This design comes from an exercise in tuning for small area, a short achievable clock period and few clock cycles on the open sky130 flow, not from production work. The RTL was checked by simulation tests, not by an equivalence proof against the original design. Power figures rest on the tool's default switching activity, not on a simulated workload.

==> inputs of cedar <==
==> flow/design.v <==
module JAM (
	input CLK,
	input RST,
	output [2:0] W,
	output [2:0] J,
	input [6:0] Cost,
	output [3:0] MatchCount,
	output reg [9:0] MinCost,
	output reg Valid
);
integer k;
localparam S_ITER = 2'd0, S_WALK = 2'd1, S_BM = 2'd2, S_DONE = 2'd3;
reg [1:0] st;
reg [2:0] ph;         
reg       first;      
reg [7:0] pend;       
reg [2:0] jc;         
reg [2:0] r;          
reg       dec;        
reg       vA, vB;     
reg [7:0] used;       
reg [7:0] inT;        
reg [7:0] mt;         
reg       wdone;      
reg [3:0] rdone;      
reg       ddone;      
reg [8:0] K;          
reg [4:0] kacc;
reg [2:0] L;
reg       res;
reg [3:0] cnt;
reg [7:0] nv [0:7];   
reg [7:0] ur [0:7];   
reg [8:0] M  [0:7];   
reg [2:0] way[0:7];
reg [7:0] wroot;
reg [2:0] p  [0:7];   
reg [7:0] T  [0:7];   
reg [8:0] D;          
reg [2:0] j0;         
reg [2:0] wj;         
reg [2:0] jA, rowA;
reg [8:0] KVA;
reg       lastA, startA;
reg [2:0] jB, rowB;
reg [8:0] xB;
reg [7:0] UB;
reg [2:0] pB;
reg       mtB, lastB, startB;
reg [7:0] pnB;
reg [2:0] jnB;
reg [8:0] Dmin;
reg [2:0] j1;
reg [8:0] Kbest;
reg [2:0] pbest;
reg       mtbest;
reg [7:0] pnbest;
reg [2:0] jnbest;
reg [2:0] stk [0:5];
reg [5:0] hm;         
assign MatchCount = cnt;
function [2:0] lowest;
	input [7:0] m;
	begin
		casez (m)
			8'b???????1: lowest = 3'd0;
			8'b??????10: lowest = 3'd1;
			8'b?????100: lowest = 3'd2;
			8'b????1000: lowest = 3'd3;
			8'b???10000: lowest = 3'd4;
			8'b??100000: lowest = 3'd5;
			8'b?1000000: lowest = 3'd6;
			default:     lowest = 3'd7;
		endcase
	end
endfunction
function [7:0] qoh;
	input [2:0] x;
	integer i;
	begin
		for (i = 0; i < 8; i = i + 1) qoh[i] = (p[i] == x);
	end
endfunction
wire       issue  = (st == S_ITER || st == S_BM) && (pend != 8'd0) && !(dec && !mtbest);
wire [7:0] pend_n = pend & ~(8'd1 << jc);
wire       zinit  = (st == S_ITER) && first && (ph == 3'd0);
wire [6:0] nvj    = zinit ? 7'd0 : nv[jc][6:0];
wire [8:0] KV     = {2'b00, nvj} + (dec ? Kbest : K);
assign W = dec ? pbest : r;
assign J = jc;
wire [8:0] Mj     = M[jB];
wire       lt_xM  = xB < Mj;
wire       lt_xD  = xB < Dmin;
wire       lt_MD  = Mj < Dmin;
wire       less   = first | lt_xM;
wire       better = startB | (less ? lt_xD : lt_MD);
wire [8:0] newM   = less ? xB : Mj;
wire [8:0] Knew   = (less ? xB : Mj) - {1'b0, UB};
wire       wfin   = wdone | wroot[wj];
wire [7:0] used_r = used & (used - 8'd1);
wire [7:0] inT_r  = inT & (inT - 8'd1);
wire       trans  = (st == S_WALK) && (ph == 3'd7 ? wdone : wfin) && (used_r == 8'd0) && (inT_r == 8'd0);
reg  [7:0] um;
always @(*) begin
	um = 8'd0;
	for (k = 0; k < 6; k = k + 1)
		if (k < L) um = um | (8'd1 << stk[k]);
end
reg  [2:0] bl;
reg        bany;
always @(*) begin
	bany = 1'b0;
	bl = 3'd0;
	for (k = 0; k < 6; k = k + 1)
		if (hm[k] && k < L) begin bany = 1'b1; bl = k; end
end
wire [7:0] rowL  = T[L];
wire [7:0] above = res ? ~((8'd2 << stk[L]) - 8'd1) : 8'hff;
wire [7:0] cand  = rowL & ~um & above;
wire [7:0] fr    = ~um;
wire [2:0] fa    = lowest(fr);
wire [2:0] fb    = lowest(fr & ~(8'd1 << fa));
wire [7:0] T6    = T[6];
wire [7:0] T7    = T[7];
wire [1:0] leaves = {1'b0, T6[fa] & T7[fb]} + {1'b0, T6[fb] & T7[fa]};
wire       drun  = (st == S_BM) && !ddone && (rdone > {1'b0, L}) && (L != 3'd6 || rdone[3]);
always @(posedge CLK or posedge RST) begin
	if (RST) begin
		st <= S_ITER;
		ph <= 3'd0;
		first <= 1'b1;
		pend <= 8'hff;
		jc <= 3'd0;
		r <= 3'd0;
		dec <= 1'b0;
		vA <= 1'b0;
		vB <= 1'b0;
		used <= 8'd0;
		inT <= 8'd0;
		mt <= 8'd0;
		wdone <= 1'b0;
		rdone <= 4'd0;
		ddone <= 1'b0;
		K <= 9'd0;
		Valid <= 1'b0;
		kacc <= 5'd0;
		L <= 3'd0;
		res <= 1'b0;
		cnt <= 4'd0;
	end else begin
		vA <= issue;
		if (issue) begin
			pend <= pend_n;
			jc <= lowest(pend_n);
		end
		vB <= vA;
		dec <= vB && lastB && (st == S_ITER);
		if (vB && lastB && st == S_ITER) begin
			pend <= better ? pnB : pnbest;
			jc <= better ? jnB : jnbest;
		end
		if (vB && st == S_BM && lastB) rdone <= rdone + 4'd1;
		if (dec) begin
			if (mtbest) begin
				used <= used | (8'd1 << j1);
				inT <= inT | (8'd1 << pbest);
				K <= Kbest;
				r <= pbest;
				first <= 1'b0;
			end else begin
				st <= S_WALK;
				mt <= mt | (8'd1 << j1);
				wdone <= 1'b0;
			end
		end
		if (st == S_WALK) begin
			if (wroot[wj]) wdone <= 1'b1;
			used <= used_r;
			inT <= inT_r;
		end
		if (trans) begin
			if (ph == 3'd7) begin
				st <= S_BM;
				r <= 3'd0;
				pend <= ~qoh(3'd0);
				jc <= lowest(~qoh(3'd0));
				K <= 9'd0;
				rdone <= 4'd0;
				kacc <= 5'd0;
				L <= 3'd0;
				res <= 1'b0;
				cnt <= 4'd0;
				ddone <= 1'b0;
			end else begin
				st <= S_ITER;
				ph <= ph + 3'd1;
				r <= ph + 3'd1;
				first <= 1'b1;
				pend <= 8'hff;
				jc <= 3'd0;
				K <= 9'd0;
			end
		end
		if (st == S_BM) begin
			if (issue && pend_n == 8'd0 && r != 3'd7) begin
				r <= r + 3'd1;
				pend <= ~qoh(r + 3'd1);
				jc <= lowest(~qoh(r + 3'd1));
			end
			if (!kacc[4]) kacc <= kacc + 5'd1;
		end
		if (drun) begin
			if (L == 3'd6 || cand == 8'd0) begin
				if (L == 3'd6) cnt <= cnt + {2'b00, leaves};
				if (bany) begin
					L <= bl;
					res <= 1'b1;
				end else begin
					ddone <= 1'b1;
					Valid <= 1'b1;
				end
			end else begin
				L <= L + 3'd1;
				res <= 1'b0;
			end
		end
		if (st == S_BM && ddone) st <= S_DONE;
	end
end
always @(posedge CLK) begin
	if (zinit && issue) nv[jc] <= 8'd0;
	jA <= jc;
	rowA <= W;
	KVA <= KV;
	lastA <= (pend_n == 8'd0);
	startA <= dec || (st == S_ITER && pend == 8'hff);
	jB <= jA;
	rowB <= rowA;
	xB <= {2'b00, Cost} + KVA;
	UB <= ur[(st == S_BM) ? rowA : p[jA]];
	pB <= p[jA];
	mtB <= mt[jA];
	lastB <= lastA;
	startB <= startA;
	pnB <= ~(used | (8'd1 << jA));
	jnB <= lowest(~(used | (8'd1 << jA)));
	if (vB && st == S_ITER) begin
		if (less) begin
			M[jB] <= xB;
			way[jB] <= j0;
			wroot[jB] <= first;
		end
		if (better) begin
			Dmin <= newM;
			j1 <= jB;
			Kbest <= Knew;
			pbest <= pB;
			mtbest <= mtB;
			pnbest <= pnB;
			jnbest <= jnB;
		end
	end
	if (vB && st == S_BM) T[rowB][jB] <= (xB == {1'b0, UB});
	if (dec) begin
		D <= Dmin;
		if (mtbest) begin
			nv[j1] <= nv[j1] - Dmin[7:0];
			ur[pbest] <= ur[pbest] - Dmin[7:0];
			j0 <= j1;
		end else begin
			wj <= j1;
			ur[ph] <= Dmin[7:0];
		end
	end
	if (st == S_WALK) begin
		if (!wdone) begin
			p[wj] <= wroot[wj] ? ph : p[way[wj]];
			wj <= way[wj];
		end
		if (used != 8'd0) nv[lowest(used)] <= nv[lowest(used)] + D[7:0];
		if (inT != 8'd0) ur[lowest(inT)] <= ur[lowest(inT)] + D[7:0];
	end
	if (trans && ph == 3'd7) begin
		T[0] <= qoh(3'd0);
		MinCost <= 10'd0;
	end
	if (st == S_BM) begin
		if (issue && pend_n == 8'd0 && r != 3'd7) T[r + 3'd1] <= qoh(r + 3'd1);
		if (!kacc[4]) begin
			if (!kacc[3]) MinCost <= MinCost + {3'd0, ur[kacc[2:0]][6:0]};
			else          MinCost <= MinCost - {3'd0, nv[kacc[2:0]][6:0]};
		end
	end
	if (drun && L != 3'd6 && cand != 8'd0) begin
		stk[L] <= lowest(cand);
		hm[L] <= (cand & ~(8'd1 << lowest(cand))) != 8'd0;
	end
end
endmodule
==> flow/run.sh <==
#!/bin/bash
# synth_recipe.tcl (not shown) runs the flow's synth.tcl, then flattens the netlist and writes it again
# the make line also repeats each setting of config.mk as NAME=value (left out here)
make -C /OpenROAD-flow-scripts/flow DESIGN_CONFIG=/design/flow/config.mk WORK_HOME=/design/flow/orfs CLKGATE_MAP_FILE= SYNTH_SCRIPT=/design/flow/synth_recipe.tcl finish
==> flow/config.mk <==
export PLATFORM = sky130hd
export DESIGN_NAME = JAM
export DESIGN_NICKNAME = JAM
export VERILOG_FILES = /design/flow/design.v
export SDC_FILE = /design/flow/constraint.sdc
export NUM_CORES = 4
export LEC_CHECK = 0
export CAP_MARGIN = 20
export CORE_MARGIN = 2
export CORE_UTILIZATION = 40
export SLEW_MARGIN = 20
==> flow/constraint.sdc <==
create_clock -name core_clock -period 5.0 [get_ports {CLK}]
set_input_delay 1.0000 -clock core_clock [delete_from_list [all_inputs] [get_ports {CLK}]]
set_output_delay 1.0000 -clock core_clock [all_outputs]
set_load 0.01 [all_outputs]
==> harbor: changes against cedar <==
==> flow/design.v (replaced) <==
module JAM (
	input CLK,
	input RST,
	output [2:0] W,
	output [2:0] J,
	input [6:0] Cost,
	output [3:0] MatchCount,
	output reg [9:0] MinCost,
	output reg Valid
);
localparam S_ITER = 2'd0, S_WALK = 2'd1, S_BM = 2'd2, S_DONE = 2'd3;
reg [1:0] st;
reg [2:0] ph;         
reg       first;      
reg [7:0] pend;       
reg [2:0] r;          
reg       dec;        
reg       vA, vB;     
reg [7:0] used;       
reg [7:0] mt;         
reg       wdone;      
reg [3:0] rdone;      
reg       ddone;      
reg [7:0] nv [0:7];   
reg [8:0] M  [0:7];   
reg [2:0] way[0:7];
reg [7:0] wroot;
reg [6:0] wc [0:7];   
reg [2:0] p  [0:7];   
reg [6:0] cm [0:7];   
reg [7:0] T  [0:7];   
reg [8:0] K;          
reg [8:0] D;          
reg [2:0] j0;         
reg [2:0] wj;         
reg [2:0] jA, rowA;
reg [8:0] KVA;
reg       lastA, startA;
reg [2:0] jB, rowB;
reg [8:0] xB;
reg [6:0] CB;
reg [7:0] UB;
reg [2:0] pB;
reg       mtB, lastB, startB;
reg [8:0] Dmin;
reg [2:0] j1;
reg [7:0] Ubest;
reg [2:0] pbest;
reg       mtbest;
reg [2:0] L;
reg [2:0] stk [0:6];
reg [7:0] um;
reg       res;
reg [3:0] cnt;
reg [3:0] kacc;
assign MatchCount = cnt;
function [2:0] lowest;
	input [7:0] m;
	begin
		casez (m)
			8'b???????1: lowest = 3'd0;
			8'b??????10: lowest = 3'd1;
			8'b?????100: lowest = 3'd2;
			8'b????1000: lowest = 3'd3;
			8'b???10000: lowest = 3'd4;
			8'b??100000: lowest = 3'd5;
			8'b?1000000: lowest = 3'd6;
			default:     lowest = 3'd7;
		endcase
	end
endfunction
function [7:0] qoh;
	input [2:0] x;
	integer i;
	begin
		for (i = 0; i < 8; i = i + 1) qoh[i] = (p[i] == x);
	end
endfunction
wire       dec_go   = dec & mtbest;               
wire [7:0] oh_j1    = 8'd1 << j1;
wire [7:0] pend_i   = dec_go ? ~(used | oh_j1) : pend;
wire       issue    = (st == S_ITER || st == S_BM) && (pend_i != 8'd0) && !(dec && !mtbest);
wire [2:0] jc       = lowest(pend_i);
wire [7:0] oh_jc    = 8'd1 << jc;
wire [8:0] Kc       = Dmin - {1'b0, Ubest};
wire [8:0] Ksel     = dec_go ? Kc : K;
wire       zinit    = (st == S_ITER) && first && (ph == 3'd0);
wire [6:0] nvj      = zinit ? 7'd0 : nv[jc][6:0];
wire [8:0] KV       = {2'b00, nvj} + Ksel;
wire [7:0] pend_n   = pend_i & ~oh_jc;
assign W = dec_go ? pbest : r;
assign J = jc;
wire [7:0] qA   = qoh(rowA);
reg  [2:0] uidx;
always @(*) begin
	uidx = jA;
	if (st != S_ITER) uidx = lowest(qA);
end
wire [7:0] UA = {1'b0, cm[uidx]} + {1'b0, nv[uidx][6:0]};
wire [8:0] Mj    = M[jB];
wire       lt_xM = xB < Mj;
wire       lt_xD = xB < Dmin;
wire       lt_MD = Mj < Dmin;
wire       less  = first | lt_xM;
wire       better = startB | (less ? lt_xD : lt_MD);
wire [8:0] newM  = less ? xB : Mj;
wire [7:0] rowL  = T[L];
wire [7:0] above = res ? ~((8'd2 << stk[L]) - 8'd1) : 8'hff;
wire [7:0] cand  = rowL & ~um & above;
wire [7:0] fr    = ~um;
wire [2:0] fa    = lowest(fr);
wire [7:0] frb   = fr & ~(8'd1 << fa);
wire [2:0] fb    = lowest(frb);
wire [7:0] T6    = T[6];
wire [7:0] T7    = T[7];
wire [1:0] leaves = {1'b0, T6[fa] & T7[fb]} + {1'b0, T6[fb] & T7[fa]};
wire       drun  = (st == S_BM) && !ddone && (rdone > {1'b0, L}) && (L != 3'd6 || rdone[3]);
always @(posedge CLK or posedge RST) begin
	if (RST) begin
		st <= S_ITER;
		ph <= 3'd0;
		first <= 1'b1;
		pend <= 8'hff;
		r <= 3'd0;
		dec <= 1'b0;
		vA <= 1'b0;
		vB <= 1'b0;
		used <= 8'd0;
		mt <= 8'd0;
		wdone <= 1'b0;
		rdone <= 4'd0;
		ddone <= 1'b0;
		K <= 9'd0;
		Valid <= 1'b0;
		L <= 3'd0;
		um <= 8'd0;
		res <= 1'b0;
		cnt <= 4'd0;
		kacc <= 4'd0;
	end else begin
		vA <= issue;
		if (issue) pend <= pend_n;
		vB <= vA;
		dec <= vB && lastB && (st == S_ITER);
		if (vB && st == S_BM && lastB) rdone <= rdone + 4'd1;
		if (dec) begin
			if (mtbest) begin
				used <= used | oh_j1;
				K <= Kc;
				r <= pbest;
				first <= 1'b0;
			end else begin
				st <= S_WALK;
				mt <= mt | oh_j1;
				wdone <= 1'b0;
			end
		end
		if (st == S_WALK) begin
			if (!wdone && wroot[wj]) wdone <= 1'b1;
			if (used != 8'd0) used <= used & ~(8'd1 << lowest(used));
			if (wdone && used == 8'd0) begin
				if (ph == 3'd7) begin
					st <= S_BM;
					r <= 3'd0;
					pend <= ~qoh(3'd0);
					K <= 9'd0;
					rdone <= 4'd0;
					kacc <= 4'd0;
					L <= 3'd0;
					um <= 8'd0;
					res <= 1'b0;
					cnt <= 4'd0;
					ddone <= 1'b0;
				end else begin
					st <= S_ITER;
					ph <= ph + 3'd1;
					r <= ph + 3'd1;
					first <= 1'b1;
					pend <= 8'hff;
					K <= 9'd0;
				end
			end
		end
		if (st == S_BM) begin
			if (issue && pend_n == 8'd0 && r != 3'd7) begin
				r <= r + 3'd1;
				pend <= ~qoh(r + 3'd1);
			end
			if (!kacc[3]) kacc <= kacc + 4'd1;
		end
		if (drun) begin
			if (L == 3'd6) begin
				cnt <= cnt + {2'b00, leaves};
				L <= 3'd5;
				um <= um & ~(8'd1 << stk[5]);
				res <= 1'b1;
			end else if (cand != 8'd0) begin
				um <= um | (8'd1 << lowest(cand));
				L <= L + 3'd1;
				res <= 1'b0;
			end else if (L == 3'd0) begin
				ddone <= 1'b1;
				Valid <= 1'b1;
			end else begin
				L <= L - 3'd1;
				um <= um & ~(8'd1 << stk[L - 3'd1]);
				res <= 1'b1;
			end
		end
		if (st == S_BM && ddone) st <= S_DONE;
	end
end
always @(posedge CLK) begin
	if (zinit && issue) nv[jc] <= 8'd0;
	jA <= jc;
	rowA <= W;
	KVA <= KV;
	lastA <= (pend_n == 8'd0);
	startA <= dec_go | (st == S_ITER && pend == 8'hff);
	jB <= jA;
	rowB <= rowA;
	xB <= {2'b00, Cost} + KVA;
	CB <= Cost;
	UB <= UA;
	pB <= p[jA];
	mtB <= mt[jA];
	lastB <= lastA;
	startB <= startA;
	if (vB && st == S_ITER) begin
		if (less) begin
			M[jB] <= xB;
			way[jB] <= j0;
			wroot[jB] <= first;
			wc[jB] <= CB;
		end
		if (better) begin
			Dmin <= newM;
			j1 <= jB;
			Ubest <= UB;
			pbest <= pB;
			mtbest <= mtB;
		end
	end
	if (vB && st == S_BM) T[rowB][jB] <= (xB == {1'b0, UB});
	if (dec) begin
		D <= Dmin;
		if (mtbest) begin
			nv[j1] <= nv[j1] - Dmin[7:0];
			j0 <= j1;
		end else begin
			wj <= j1;
		end
	end
	if (st == S_WALK) begin
		if (!wdone) begin
			p[wj] <= wroot[wj] ? ph : p[way[wj]];
			cm[wj] <= wc[wj];
			wj <= way[wj];
		end
		if (used != 8'd0) nv[lowest(used)] <= nv[lowest(used)] + D[7:0];
		if (wdone && used == 8'd0 && ph == 3'd7) begin
			T[0] <= qoh(3'd0);
			MinCost <= 10'd0;
		end
	end
	if (st == S_BM) begin
		if (issue && pend_n == 8'd0 && r != 3'd7) T[r + 3'd1] <= qoh(r + 3'd1);
		if (!kacc[3]) MinCost <= MinCost + {3'd0, cm[kacc[2:0]]};
	end
	if (drun && L != 3'd6 && cand != 8'd0) stk[L] <= lowest(cand);
end
endmodule
==> comparison table <==
item	cedar	harbor
Outcome	complete, no violations	complete, no violations
Routed metal-1 wirelength	40.65 mm	37.10 mm
Clock share of power	47.3%	50.1%
Final worst hold slack	0.3212 ns	0.3256 ns
Worst vdd rail ir drop	265.4 µV	233.0 µV
Cell area after layout	36370 µm²	34460 µm²
Total number of multi-input combinational cells	1996	1693
Shortest clock period the worst path allows after layout	4.692 ns	4.628 ns
First-pass GRT wire length	150.2 mm	134.1 mm
Proportion of synthesized area in mux cells	19.70%	17.42%
Total number of nets in the final design	2970	2666
Post-synthesis cell count	2818	2474
PnR Total Power	9.351 mW	10.12 mW
Delay of the slowest cell on the worst path	0.79 ns	0.50 ns
Non-clock buffer share	3.089%	3.663%
Slack of the worst reg-to-reg path	0.31 ns	0.37 ns
Fraction of layout cells with a size suffix above 1	16.79%	17.67%
Max stage delay cell, worst path	sky130_fd_sc_hd__a221oi_1	sky130_fd_sc_hd__edfxtp_1
Detail Route met2 WL	47.26 mm	42.39 mm
Via total after detailed routing	24040	21120
All-layer global routing usage	23.51%	22.72%
M3 GR Usage	3.414%	3.215%
Proportion of register bits with asynchronous set or reset after synthesis	14.05%	12.95%
Number of buffers added by the clock tree synthesis step	61	66
Crit path to	cnt[2]	KVA[8]
Largest fanout of any net on the critical path	14	16
Testbench counts of cedar, summed over its fixed seeds: cycles 4,008.
Testbench counts of harbor, summed over its fixed seeds: cycles 4,373.

## re-timing with driven ports
How much do the figures lean on ideal ports? The routed layouts below were timed once more, with nothing changed but the port constraints. Step 1 sets driving cells, clkbuf_16 on the clock port and buf_2 on the other inputs (assumed; they add their load-dependent delay and slew). Step 2 times the ports against the registers' clock, not the clock port: input delays grow and output delays shrink by t, the midpoint of the rising clock arrivals with the driver on. Three values: ideal, step 1, step 2; two values: the first two.
run	shift t [ns]	setup slack, ns	worst data-port slew with drivers (ns)	pins driven straight from the clock port
cedar	0.686	0.308 / 0.308 / 0.308	0.03	1
harbor	0.677	0.372 / 0.372 / 0.372	0.03	1
After both steps every run listed still meets setup and hold.
